Background: an optimization exercise with open tools, aiming at small area and a short achievable clock period. Do not read the settings as production practice.
In this exercise RTL edits were held to simulation tests only and were not proved equivalent to the original.
Power is estimated from default activity; no workload was simulated.

==> flow/design.v, too long to show whole: its modules and the start of the top module <==
// module systolic_top: 50 lines
// module pe00: 2412 lines
// module pe01: 2407 lines
// module pe10: 2412 lines
// module pe11: 2407 lines
module systolic_top (
    input  wire        clk,
    input  wire        reset,
    input  wire        enable,
    input  wire [63:0] data_input,
    input  wire [63:0] weights_input,
    output wire [63:0] result_out,
    output wire        finished
);
  // ...
==> flow/run.sh <==
#!/bin/bash
# synth_recipe.tcl (not shown) runs the flow's synth.tcl, then flattens the netlist and writes it again
# the make line also repeats each setting of config.mk as NAME=value (left out here)
make -C /OpenROAD-flow-scripts/flow DESIGN_CONFIG=/design/flow/config.mk WORK_HOME=/design/flow/orfs CLKGATE_MAP_FILE= SYNTH_SCRIPT=/design/flow/synth_recipe.tcl finish
==> flow/config.mk <==
export PLATFORM = sky130hd
export DESIGN_NAME = systolic_top
export DESIGN_NICKNAME = systolic_top
export VERILOG_FILES = /design/flow/design.v
export SDC_FILE = /design/flow/constraint.sdc
export NUM_CORES = 4
export LEC_CHECK = 0
export CAP_MARGIN = 20
export CORE_MARGIN = 2
export CORE_UTILIZATION = 40
export PLACE_DENSITY = 0.6
export SLEW_MARGIN = 20
==> flow/constraint.sdc <==
create_clock -name core_clock -period 10.0 [get_ports {clk}]
set_input_delay 2.0000 -clock core_clock [delete_from_list [all_inputs] [get_ports {clk}]]
set_output_delay 2.0000 -clock core_clock [all_outputs]
set_load 0.01 [all_outputs]
==> out/results.ini, run 1 <==
[global_routing]
grt_use_total_pct = 20.6
grt.busiest_layer = met2
use_met3_pct = 2.39
grt_pass1_wl_mm = 521
grt_util_met2_pct = 33.8

[routing]
wl_met3_mm = 14.5
ant_nets = 0

[timing]
fmax_mhz = 206
worst_pin_slew_ns = 1.15
hold-worst-slack_ns = 0.423
maxSlewViolCount = 0

[die]
die_area_um2 = 314000
io_pins = 196
die_w_um = 560

[cells_and_area]
area_share_nonclk_buffers_pct = 2.21
final_cell_count_no_fill = 18097
fillers = 30488

[critical_path]
cp_max_fo = 19
cp-endpoint = u00.x0_16_0
cp_top_family = adder cells
reg2reg_slack_ns = 5.16

[power]
p_leak_nw = 50.5
powerDensity_nw_per_um2 = 117

[synthesis]
synth_seq_cells = 1804
yosysSeqAreaShare_pct = 29.2
synth_edf_count = 0

[run_status]
outcome = finished clean

[clocking]
post-cts-setup-buffers = 0

[placed_design]
gp_congestion = 0.843

==> run 2, diff against run 1 <==
==> flow/flow/run.sh (new file) <==
#!/bin/bash
# Standard synthesis and layout (the standard.sh), with timing repair
# aimed at a setup slack margin well beyond the 10 ns clock period's needs,
# so that the resizer works the critical paths down instead of stopping
# once 10 ns is met. The SDC is not touched.
set -euo pipefail
bash standard.sh SETUP_SLACK_MARGIN=6.6 TNS_END_PERCENT=100 finish > standard_flow.log 2>&1
==> flow/standard.sh (new file) <==
#!/bin/bash
# synth_recipe.tcl (not shown) runs the flow's synth.tcl, then flattens the netlist and writes it again
# the make line also repeats each setting of config.mk as NAME=value (left out here)
make -C /OpenROAD-flow-scripts/flow DESIGN_CONFIG=/design/flow/config.mk WORK_HOME=/design/flow/orfs CLKGATE_MAP_FILE= SYNTH_SCRIPT=/design/flow/synth_recipe.tcl "${@:-finish}"
removed: flow/run.sh
==> out/results.ini, run 2 <==
[critical_path]
path_cells = buf_12, buf_12, buf_12, buf_12, nand2_4, fa_1, inv_2, fa_1, inv_1, fa_2, fa_1, inv_1, fa_2, nand2_1, a21oi_1  ; was buf_4, nand2_1, fa_1, inv_1, fa_1, inv_1, fa_1, fa_1, inv_1, fa_1, nand2_1, a21oi_1
reg2reg_slack_ns = 6.17  ; was 5.16 ns
start_kind = flop  ; unchanged
critPathKind = reg -> reg  ; unchanged
cp_max_fo = 5  ; was 19
path_common_cell = buf_12  ; was fa_1
worst_ep_required_time_ns = 10.82  ; was 10.77 ns
end_kind = flop  ; unchanged
cpPeakStageDelay_ns = 0.55  ; was 1.08 ns
arrival_ns = 4.66  ; was 5.61 ns
crit_path_top_delay_cell = fa_1  ; was dfxtp_1

[die]
rows = 204  ; unchanged
io_pins = 196  ; unchanged
die_w_um = 560  ; unchanged
die_h_um = 560  ; unchanged
die_area_um2 = 314000  ; unchanged
start_util_pct = 40.1  ; unchanged
coreArea_um2 = 309000  ; unchanged

[synthesis]
synth_edf_count = 0  ; unchanged
syn-cell-area_um2 = 124000  ; unchanged
yosysMostFrequentCell = nand2_1  ; unchanged
syn_area_per_cell_um2 = 8.72  ; unchanged
synthFlopType = dfxtp_1  ; unchanged
synthesis.nets = 16337  ; unchanged
yosys_warnings = 9  ; unchanged
synth_top_area_share_pct = 29.2  ; unchanged
syn_inst = 14206  ; unchanged
synth.distinct_cells = 57  ; unchanged
async_reset_ff_share_pct = 0  ; unchanged
yosysSeqAreaShare_pct = 29.2  ; unchanged
synth.area.top_cells = dfxtp_1, fa_1, nand2_1  ; unchanged
synth_top_area_cell = dfxtp_1  ; unchanged
synth_commonest_cells = nand2_1, dfxtp_1, inv_1, fa_1, a21oi_1  ; unchanged
synth_seq_cells = 1804  ; unchanged

[timing]
fmax_mhz = 261  ; was 206 MHz
finalClockSkew_ns = 0.0650  ; was 0.0906 ns
hold_viol_final = 0  ; unchanged
slew_headroom_pct = 24.2  ; was 23.3%
grt_setup_unrepaired = yes  ; was no
finalCritPeriodShare_pct = 38.3  ; was 48.4%
maxSlewViolCount = 0  ; unchanged
worst_pin_slew_ns = 1.14  ; was 1.15 ns
fin_setup_tns_ns = 0  ; unchanged
finalSetupViolCount = 0  ; unchanged
fin_crit_ns = 3.83  ; was 4.85 ns

[power]
clock_power_share_pct = 49.6  ; was 49.2%
p_comb_share_pct = 5.5  ; was 4.7%
power_frac_seq_pct = 44.9  ; was 46.1%
peakVddDrop_mv = 0.129  ; was 0.161 mV
p_int_w = 0.0123  ; was 0.0120 W
switchingPower_w = 0.00397  ; was 0.00384 W
p_leak_nw = 57.0  ; was 50.5 nW
switching_share_pct = 24.5  ; was 24.1%
powerDensity_nw_per_um2 = 110  ; was 117 nW/um2

[cells_and_area]
drive_above_1_share_pct = 18.1  ; was 3.39%
top_regs = sk1: 192 flops, sk0: 64 flops  ; unchanged
largest_reg_flops = 192  ; unchanged
final_cell_mix = nand2_1, inv_1, dfxtp_1  ; was nand2_1, dfxtp_1, inv_1
layout_commonest_cell = nand2_1  ; unchanged
nets = 16453  ; was 15937
final_core_util_pct = 47.9  ; was 43.9%
area_growth_pct = 19.4  ; was 9.25%
final_cell_count_no_fill = 18633  ; was 18097
finish.instance_area_um2 = 148000  ; was 135000 um2
top_register = sk1  ; unchanged

[routing]
totalWireLength_mm = 366  ; was 324 mm
drtIter0Drc = 6570  ; was 5504
ant_nets = 0  ; unchanged
vias = 93840  ; was 88912
drc = 0  ; unchanged
wl_per_cell_um = 19.6  ; was 17.9 um
firstDrtPassIters = 5  ; unchanged
via_per_inst = 5.04  ; was 4.91

[job]
maxCapViolCount = 0  ; unchanged

[global_routing]
grt_use_total_pct = 22.7  ; was 20.6%
first_global_vias = 95436  ; was 90759
grt_max_degree = 197  ; was 216
grt.busiest_layer = met2  ; unchanged
antenna_found_initial = 23  ; was 12
grt-ovfl-total = 0  ; unchanged
use_met3_pct = 3.26  ; was 2.39%
grt.met1_usage_pct = 31.1  ; was 28.7%
grt_pass1_wl_mm = 564  ; was 521 mm
grt_util_met2_pct = 37.2  ; was 33.8%

[placed_design]
placed_area_um2 = 129000  ; was 128000 um2
dp_hpwl_mm = 225  ; about the same
dpl.cell_count = 17697  ; was 17720
port_buffers = 195  ; unchanged
gp_congestion = 0.847  ; was 0.843

[clocking]
cts_tree = yes  ; unchanged
cts_num_sinks = 1804  ; unchanged
htree_levels = 4  ; unchanged
clk_pin_slew_worst_paths_ns = 0.06  ; was 0.07 ns
cts_root_buf = clkbuf_16  ; unchanged
holdBufCountCts = 0  ; unchanged
clockBufferDepth = 4  ; unchanged
clk_latency_ns = 0.90  ; was 0.91 ns
numCtsBuffers = 211  ; was 204

[worst_hold_path]
hold_path_class = reg -> reg  ; unchanged

[run_status]
outcome = finished clean  ; unchanged

[run 2: cell types whose count changed in the layout (fill, tap and decap cells not counted), moves of 164 or more]
| cell | before | now |
|---|---|---|
| nand2_1 | 3529 | 3166 |
| and2_4 | 1 | 165 |
| inv_2 | 0 | 227 |
| dfxtp_1 | 1795 | 1548 |
| fa_1 | 1768 | 1431 |
| fa_2 | 0 | 337 |
| and2_1 | 1048 | 884 |
| inv_1 | 1790 | 1563 |
| nand2_2 | 0 | 236 |
[run 2: stage by stage]
| step | hold WS, ns | setup slack, ns | power [W] |
|---|---|---|---|
| 2_1_floorplan | 0.425 | 5.83 | 0.00799 |
| 3_3_place_gp | 0.436 | 4.36 | 0.00825 |
| 3_5_place_dp | 0.441 | 4.34 | 0.00825 |
| 4_1_cts | 0.421 | 6.20 | 0.0163 |
| 5_1_grt | 0.453 | 6.08 | 0.0167 |
| 6_report | 0.432 | 6.17 | 0.0162 |
[run 2: metal layers]
metal / up-vias / wire, um
met5: - / 8
met4: 2 / 11200
met3: 619 / 22900
met2: 2722 / 171000
met1: 47240 / 160000
li1: 43257 / -
[run 2: timing repair]
item,4_1_cts,5_1_grt
resized for setup,1658,769
setup endpoints to repair,1628,1104
gates cloned,38,19
pin swaps,704,526
setup buffers,371,104
endpoints found under the hold margin,0,0
[run 2: logic make-up after synthesis]
logic type | Yosys count | share of synthesized area [%]
DFF | 1804 | 29.2
buffers and inverters | 2703 | 8.40
xor gates and xnor gates | 343 | 2.43
adders and majority gates | 2000 | 30.9
and+or+nand+nor | 5361 | 18.8
AOI/OAI and AO/OA | 1561 | 6.78
muxes | 434 | 3.51
[run 2: cell type report]
type | count | area, um2
multi-input combinational | 9702 | 81400
inverter | 1790 | 6720
clock buffer | 304 | 6080
fill | 29229 | 161000
tap | 4120 | 5150
antenna | 19 | 47.5
clock inverter | 81 | 1090
timing repair buffer | 813 | 10500
sequential | 1804 | 36800
[run 2: worst paths after layout]
kind,start,end,cells after the start
hold / removal,u00.w[15],u00.wd1[2],2
setup / recovery,u10.w[2],u10.x0_28_0,15
setup reg to reg,u10.w[2],u10.x0_28_0,15
hold reg to reg,u00.w[15],u00.wd1[2],2
[run 2: power by group through the flow]
stage               Sequential [W]  Clock [W]  Combinational (W)
floorplan                  0.00744          0           0.000544
global placement           0.00749          0           0.000760
detailed placement         0.00749          0           0.000761
CTS                        0.00729    0.00819           0.000824
global route               0.00729    0.00848           0.000959
finish                     0.00729    0.00804           0.000890
[run 2: critical path: cells and delay by family (launching register included)]
kind,cells,cell delay (ns)
DFF,1,0.36
buffers and inverters,7,0.65
AOI/OAI and AO/OA,1,0.14
adders and majority gates,5,2.51
and+or+nand+nor,2,0.10
==> run 3, diff against run 2 <==
==> flow/flow/run.sh (replaced) <==
#!/bin/bash
# Standard synthesis and layout (the standard.sh). Timing repair aims at a
# setup margin well beyond what the 10 ns period needs, so the resizer keeps
# working the worst path down; TNS_END_PERCENT 0 limits it to the worst path.
# The SDC is not touched.
set -euo pipefail
bash standard.sh SETUP_SLACK_MARGIN=6.6 TNS_END_PERCENT=0 finish > standard_flow.log 2>&1
==> out/results.ini, run 3 <==
[worst_hold_path]
hold_path_class = reg -> reg  ; unchanged
min-delay-start = u10.q1[7]  ; was u00.w[15]

[clocking]
cts_tree = yes  ; unchanged
holdBufCountCts = 0  ; unchanged
numCtsBuffers = 208  ; was 211
clk_pin_slew_worst_paths_ns = 0.06  ; about the same
htree_levels = 4  ; unchanged
cts_root_buf = clkbuf_16  ; unchanged
clk_latency_ns = 0.92  ; was 0.90 ns
clockBufferDepth = 4  ; unchanged
cts_num_sinks = 1804  ; unchanged

[cells_and_area]
largest_reg_flops = 192  ; unchanged
area_growth_pct = 10.7  ; was 19.4%
layout_commonest_cell = nand2_1  ; unchanged
nets = 15991  ; was 16453
final_core_util_pct = 44.4  ; was 47.9%
drive_above_1_share_pct = 4.95  ; was 18.1%
top_regs = sk1: 192 flops, sk0: 64 flops  ; unchanged
top_register = sk1  ; unchanged
final_cell_mix = nand2_1, inv_1, fa_1  ; was nand2_1, inv_1, dfxtp_1
fillers = 30323  ; was 29229

[timing]
worst_pin_slew_ns = 1.27  ; was 1.14 ns
hold_viol_final = 0  ; unchanged
fin_crit_ns = 3.93  ; was 3.83 ns
fmax_mhz = 254  ; was 261 MHz
finalClockSkew_ns = 0.0855  ; was 0.0650 ns
maxSlewViolCount = 0  ; unchanged
grt_setup_unrepaired = yes  ; unchanged
finalCritPeriodShare_pct = 39.3  ; was 38.3%
slew_headroom_pct = 14.4  ; was 24.2%
finalSetupViolCount = 0  ; unchanged
fin_setup_tns_ns = 0  ; unchanged

[global_routing]
first_global_vias = 90785  ; was 95436
antenna_found_initial = 14  ; was 23
grt_pass1_wl_mm = 529  ; was 564 mm
grt-ovfl-total = 0  ; unchanged
grt_max_degree = 209  ; was 197
grt_use_total_pct = 21.1  ; was 22.7%

[synthesis]
synth.area.top_cells = dfxtp_1, fa_1, nand2_1  ; unchanged
synth_commonest_cells = nand2_1, dfxtp_1, inv_1, fa_1, a21oi_1  ; unchanged
synth.distinct_cells = 57  ; unchanged
yosysSeqAreaShare_pct = 29.2  ; unchanged
yosys_warnings = 9  ; unchanged
syn_area_per_cell_um2 = 8.72  ; unchanged
synth_edf_count = 0  ; unchanged
syn_inst = 14206  ; unchanged
synthFlopType = dfxtp_1  ; unchanged
synthesis.nets = 16337  ; unchanged
async_reset_ff_share_pct = 0  ; unchanged
synth_top_area_cell = dfxtp_1  ; unchanged
syn-cell-area_um2 = 124000  ; unchanged
synth_seq_cells = 1804  ; unchanged
yosysMostFrequentCell = nand2_1  ; unchanged
synth_top_area_share_pct = 29.2  ; unchanged

[die]
die_h_um = 560  ; unchanged
die_w_um = 560  ; unchanged
coreArea_um2 = 309000  ; unchanged
rows = 204  ; unchanged
die_area_um2 = 314000  ; unchanged
start_util_pct = 40.1  ; unchanged
io_pins = 196  ; unchanged

[power]
p_leak_nw = 51.3  ; was 57.0 nW
powerDensity_nw_per_um2 = 118  ; was 110 nW/um2
peakVddDrop_mv = 0.163  ; was 0.129 mV

[job]
maxCapViolCount = 0  ; unchanged

[critical_path]
start_kind = input pin  ; was flop
end_kind = flop  ; unchanged
worst_ep_required_time_ns = 10.76  ; was 10.82 ns
arrival_ns = 4.69  ; was 4.66 ns
crit_start = weights_input[39]  ; was u10.w[2]
cp_max_fo = 3  ; was 5
r2r_start = u10.w[0]  ; was u10.w[2]
critPathKind = in -> reg  ; was reg -> reg
reg2reg_slack_ns = 6.09  ; was 6.17 ns

[routing]
totalWireLength_mm = 331  ; was 366 mm
drc = 0  ; unchanged
ant_nets = 0  ; unchanged
vias = 89566  ; was 93840
drtIter0Drc = 6019  ; was 6570
wl_per_cell_um = 18.2  ; was 19.6 um
via_per_inst = 4.93  ; was 5.04
firstDrtPassIters = 6  ; was 5

[placed_design]
port_buffers = 195  ; unchanged
gp_congestion = 0.845  ; was 0.847
dp_hpwl_mm = 228  ; was 225 mm

[run_status]
outcome = finished clean  ; unchanged

-- run 3: cell counts after synthesis --
Identical to the previous run, type by type.
-- run 3: per-layer routing --
metal  vias up  GRT usage, %  share of wire, %
met3       453          2.86               5.6
met4         4          6.07               3.0
met5         -             0            0.0069
met2      2131          34.2                46
li1      42214             -                 -
met1     44764          29.3                45
-- run 3: logic make-up after synthesis --
logic type | share of synthesized area (%)
compound gates | 6.78
mux | 3.51
buf+inv | 8.40
fa+ha+maj | 30.9
simple gates | 18.8
xor+xnor | 2.43
flops | 29.2
-- run 3: report_power, final --
group          leakage (nW)  switching, W  internal (W)
clock network          3.51       0.00330       0.00476
logic                  33.2      0.000540      0.000228
registers              14.6     0.0000731       0.00725
-- run 3: repair_timing --
| action | CTS | global route |
|---|---|---|
| endpoints found under the setup margin | 1583 | 1415 |
| pin swaps | 40 | 6 |
| gates resized for setup | 295 | 18 |
| setup buffers | 40 | 7 |
| gates cloned | 9 | 1 |
| hold endpoints to repair | 0 | 0 |
-- run 3: final timing paths --
kind | cells past startpoint | endpoint
worst max-delay path | 9 | u01.q1[11]
worst min-delay path | 2 | u10.q2[7]
worst max register to register | 14 | u10.x0_31_0
worst min register to register | 2 | u10.q2[7]
-- run 3: final cells by class --
cell class                      count  area (um2)  share of cell area, %
Multi-Input combinational cell   9701       77600                   56.6
Sequential cell                  1804       36400                   26.5
Inverter                         1790        6720                   4.90
Clock buffer                      281        5820                   4.24
Tap cell                         4120        5150                   3.76
Timing Repair Buffer              355        4080                   2.98
Clock inverter                     97        1390                   1.01
Antenna cell                        6        15.0                 0.0110
-- run 3: critical path, cell delays in order --
cell             delay (ns)
clkdlybuf4s50_1        0.64
nand2b_1               0.13
fa_1                   0.54
inv_1                  0.04
ha_1                   0.21
a2111o_1               0.42
o311ai_2               0.39
xnor2_1                0.10
a211oi_1               0.22
-- run 3: metrics by stage --
stage / hold WS (ns) / cell area, um2 / instances / power [W] / setup slack, ns
global placement: 0.435 / 128000 / 17713 / 0.00823 / 4.15
floorplan: 0.425 / 124000 / 14206 / 0.00798 / 5.83
global route: 0.449 / 137000 / 18153 / 0.0167 / 5.95
detailed placement: 0.442 / 128000 / 17713 / 0.00824 / 4.10
CTS: 0.416 / 137000 / 18140 / 0.0163 / 6.12
finish: 0.413 / 137000 / 18154 / 0.0161 / 6.07
==> run 4, diff against run 3 <==
==> flow/flow/run.sh (replaced) <==
#!/bin/bash
# Standard synthesis and layout (the standard.sh). Timing repair aims at a
# setup margin well beyond what the 10 ns period needs, so the resizer keeps
# working the worst path down; TNS_END_PERCENT 0 limits it to the worst path.
# Denser core. The SDC is not touched.
set -euo pipefail
bash standard.sh SETUP_SLACK_MARGIN=6.6 TNS_END_PERCENT=0 CORE_UTILIZATION=60 PLACE_DENSITY=0.7 finish > standard_flow.log 2>&1
==> out/results.ini, run 4 <==
[run_status]
outcome = finished clean  ; unchanged

[die]
coreArea_um2 = 205000  ; was 309000 um2
die_h_um = 458  ; was 560 um
io_pins = 196  ; unchanged
die_area_um2 = 210000  ; was 314000 um2
rows = 166  ; was 204
start_util_pct = 60.4  ; was 40.1%
die_w_um = 458  ; was 560 um

[clocking]
htree_levels = 4  ; unchanged
holdBufCountCts = 0  ; unchanged
cts_num_sinks = 1804  ; unchanged
cts_root_buf = clkbuf_16  ; unchanged
numCtsBuffers = 193  ; was 208
clk_pin_slew_worst_paths_ns = 0.08  ; was 0.06 ns
cts_tree = yes  ; unchanged
clockBufferDepth = 3  ; was 4
clk_latency_ns = 0.86  ; was 0.92 ns

[routing]
drt-met1-wl_mm = 133  ; was 150 mm
wl_met3_mm = 22.4  ; was 18.4 mm
wl_met2_mm = 159  ; was 153 mm
firstDrtPassIters = 7  ; was 6
drtIter0Drc = 7027  ; was 6019
totalWireLength_mm = 334  ; was 331 mm
wl_per_cell_um = 20.0  ; was 18.2 um
via_per_inst = 5.55  ; was 4.93
vias = 92847  ; was 89566
highest_layer = met5  ; unchanged
ant_nets = 0  ; unchanged
drc = 0  ; unchanged

[global_routing]
first_global_vias = 97525  ; was 90785
grt_use_total_pct = 32.1  ; was 21.1%
grt_max_degree = 206  ; was 209
antenna_found_initial = 14  ; unchanged
grt-ovfl-total = 0  ; unchanged
grt_pass1_wl_mm = 535  ; was 529 mm

[timing]
finalSetupViolCount = 0  ; unchanged
fin_setup_tns_ns = 0  ; unchanged
slew_headroom_pct = 20.4  ; was 14.4%
finalClockSkew_ns = 0.0390  ; was 0.0855 ns
hold_viol_final = 0  ; unchanged
fin_ws_ns = 6.11  ; was 6.07 ns
finalCritPeriodShare_pct = 38.9  ; was 39.3%
fin_crit_ns = 3.89  ; was 3.93 ns
worst_pin_slew_ns = 1.19  ; was 1.27 ns
fmax_mhz = 257  ; was 254 MHz
grt_setup_unrepaired = yes  ; unchanged
maxSlewViolCount = 0  ; unchanged

[cells_and_area]
fillers = 16598  ; was 30323
top_register = sk1  ; unchanged
nets = 16013  ; was 15991
area_growth_pct = 9.90  ; was 10.7%
final_cell_mix = nand2_1, inv_1, fa_1  ; unchanged
drive_above_1_share_pct = 5.48  ; was 4.95%
layout_commonest_cell = nand2_1  ; unchanged
largest_reg_flops = 192  ; unchanged
final_core_util_pct = 66.4  ; was 44.4%
top_regs = sk1: 192 flops, sk0: 64 flops  ; unchanged

[worst_hold_path]
hold_path_class = reg -> reg  ; unchanged
min-delay-start = u10.w[14]  ; was u10.q1[7]
holdPathEnd = u10.wd1[1]  ; was u10.q2[7]
hold_depth = 2  ; unchanged

[critical_path]
crit_path_top_delay_cell = fa_1  ; was clkdlybuf4s50_1
r2r_end = u11.x0_16_0  ; was u10.x0_31_0
cp.depth = 9  ; unchanged
cp_top_family = compound AO/OA/AOI/OAI gates  ; unchanged
r2r_start = u10.od[15]  ; was u10.w[0]
worst-r2r-cell-count = 11  ; was 14
cp_num_buf_inv = 2  ; unchanged
critPathKind = in -> reg  ; unchanged
end_kind = flop  ; unchanged
worst_ep_required_time_ns = 10.71  ; was 10.76 ns
cp_max_fo = 3  ; unchanged
path_cells = clkdlybuf4s15_1, nand2b_1, fa_1, inv_1, ha_1, a2111o_1, o311a_1, a2111oi_2, nor4_1  ; was clkdlybuf4s50_1, nand2b_1, fa_1, inv_1, ha_1, a2111o_1, o311ai_2, xnor2_1, a211oi_1
start_kind = input pin  ; unchanged
reg2reg_slack_ns = 6.12  ; was 6.09 ns
cpPeakStageDelay_ns = 0.56  ; was 0.64 ns
arrival_ns = 4.61  ; was 4.69 ns

[synthesis]
yosys_warnings = 9  ; unchanged
synth_top_area_share_pct = 29.2  ; unchanged
synth_edf_count = 0  ; unchanged
yosysMostFrequentCell = nand2_1  ; unchanged
yosysSeqAreaShare_pct = 29.2  ; unchanged
syn_area_per_cell_um2 = 8.72  ; unchanged
synth.area.top_cells = dfxtp_1, fa_1, nand2_1  ; unchanged
synth_commonest_cells = nand2_1, dfxtp_1, inv_1, fa_1, a21oi_1  ; unchanged
synthesis.nets = 16337  ; unchanged
syn_inst = 14206  ; unchanged
syn-cell-area_um2 = 124000  ; unchanged
synth_seq_cells = 1804  ; unchanged
synth.distinct_cells = 57  ; unchanged
synth_top_area_cell = dfxtp_1  ; unchanged
synthFlopType = dfxtp_1  ; unchanged
async_reset_ff_share_pct = 0  ; unchanged

[placed_design]
place_ws_ns = 4.34  ; was 4.10 ns
dp_hpwl_mm = 223  ; was 228 mm
gp_congestion = 0.901  ; was 0.845
port_buffers = 195  ; unchanged

[power]
p_leak_nw = 51.6  ; was 51.3 nW
peakVddDrop_mv = 0.184  ; was 0.163 mV
p_total_w = 0.0157  ; was 0.0161 W
powerDensity_nw_per_um2 = 115  ; was 118 nW/um2

[job]
maxCapViolCount = 0  ; unchanged

## run 4: cell types whose count changed in the layout (fill, tap and decap cells not counted), moves of 12 or more
cell,change
dfxtp_4,+31
dfxtp_1,-28
buf_12,+27
buf_16,+15
clkbuf_16,-15
buf_8,-12
bufbuf_16,+12
clkdlybuf4s50_1,-12
## run 4: final cells by class
class | count | area, um2 | share of cell area, %
antenna | 4 | 10.0 | 0.00735
multi-input combinational | 9703 | 77600 | 57.0
inverter | 1790 | 6720 | 4.94
sequential | 1804 | 36500 | 26.8
tap | 2688 | 3360 | 2.47
clock inverter | 97 | 1290 | 0.950
clock buffer | 261 | 5460 | 4.01
timing repair buffer | 390 | 5170 | 3.80
## run 4: worst max path at each step
stage,startpoint,endpoint,slack (ns)
global placement,enable,u01.q1[10],4.41
CTS,u01.w[6],u01.x0_31_0,6.19
detailed placement,enable,u01.q1[10],4.34
finish,weights_input[10],u00.cy1,6.11
floorplan,weights_input[34],u01.q1[12],5.83
global route,u00.w[0],u00.x0_31_0,5.99
## run 4: logic make-up after synthesis
kind of cell,count (synthesis),synth area share (%)
AO/OA/AOI/OAI,1561,6.78
XOR/XNOR,343,2.43
adder cells (fa/ha/maj),2000,30.9
buffers and inverters,2703,8.40
flip-flops,1804,29.2
multiplexers,434,3.51
AND/OR/NAND/NOR,5361,18.8
## run 4: where the power goes
part | switching [W] | internal (W)
combinational | 0.000544 | 0.000235
sequential | 0.0000749 | 0.00724
clock | 0.00316 | 0.00442
total | 0.00378 | 0.0119
## run 4: metrics by stage
stage               area, um2  cells  hold WS (ns)
floorplan              124000  14206         0.425
global placement       126000  16268         0.436
detailed placement     126000  16268         0.442
CTS                    136000  16720         0.432
global route           136000  16735         0.456
finish                 136000  16737         0.424
## run 4: metal layers
layer	track usage (%)	up-vias
met5	0	-
met4	16.3	10
met3	4.93	895
met2	53.2	3374
met1	40.9	46297
li1	-	42271
## run 4: repair_timing
item                                     CTS  global route
gates resized for setup                  453            28
endpoints found under the setup margin  1808          1534
cloned                                    37             1
pin swaps                                135            14
setup buffers                             57            11
## run 4: worst reg2reg max path, cell delays in order, from the launching register on
cell and delay, ns:
dfxtp_2 0.60, nand2_1 0.15, fa_1 0.54, inv_1 0.06, fa_1 0.50, inv_1 0.06, fa_1 0.50, fa_1 0.56
inv_1 0.07, fa_1 0.55, nand2_1 0.06, a21oi_1 0.14

## port drivers added, routing unchanged
How much do the figures lean on ideal ports? The routed layouts below were timed once more, with nothing changed but the port constraints. Step 1 sets driving cells, clkbuf_16 on the clock port and buf_2 on the other inputs (assumed; they add their load-dependent delay and slew). Step 2 adds t to the input delays and takes it off the output delays; t is the mean of the earliest and latest rising clock arrival at the registers after step 1. Input paths then give back, and output paths get back, about the clock's delay inside the block. a / b / c = no drivers / after step 1 / after step 2; a / b = the first two.
run	t, ns	slack for setup (ns)	worst hold slack (ns)	worst setup path after step 2	cell pins on the clock port's net
run 1	0.962	5.155 / 5.155 / 4.610	0.423 / 0.423 / 0.423	input to register	1
run 2	0.969	6.165 / 6.165 / 5.471	0.432 / 0.432 / 0.432	input to register	1
run 3	0.982	6.069 / 6.089 / 5.106	0.413 / 0.413 / 0.413	input to register	1
run 4	0.938	6.105 / 6.124 / 5.204	0.424 / 0.424 / 0.424	input to register	1
After both steps setup and hold are still met in every run listed. For run 3, which loses most, drivers alone change the setup slack by +0.020 ns; drivers and shift together by -0.963 ns.
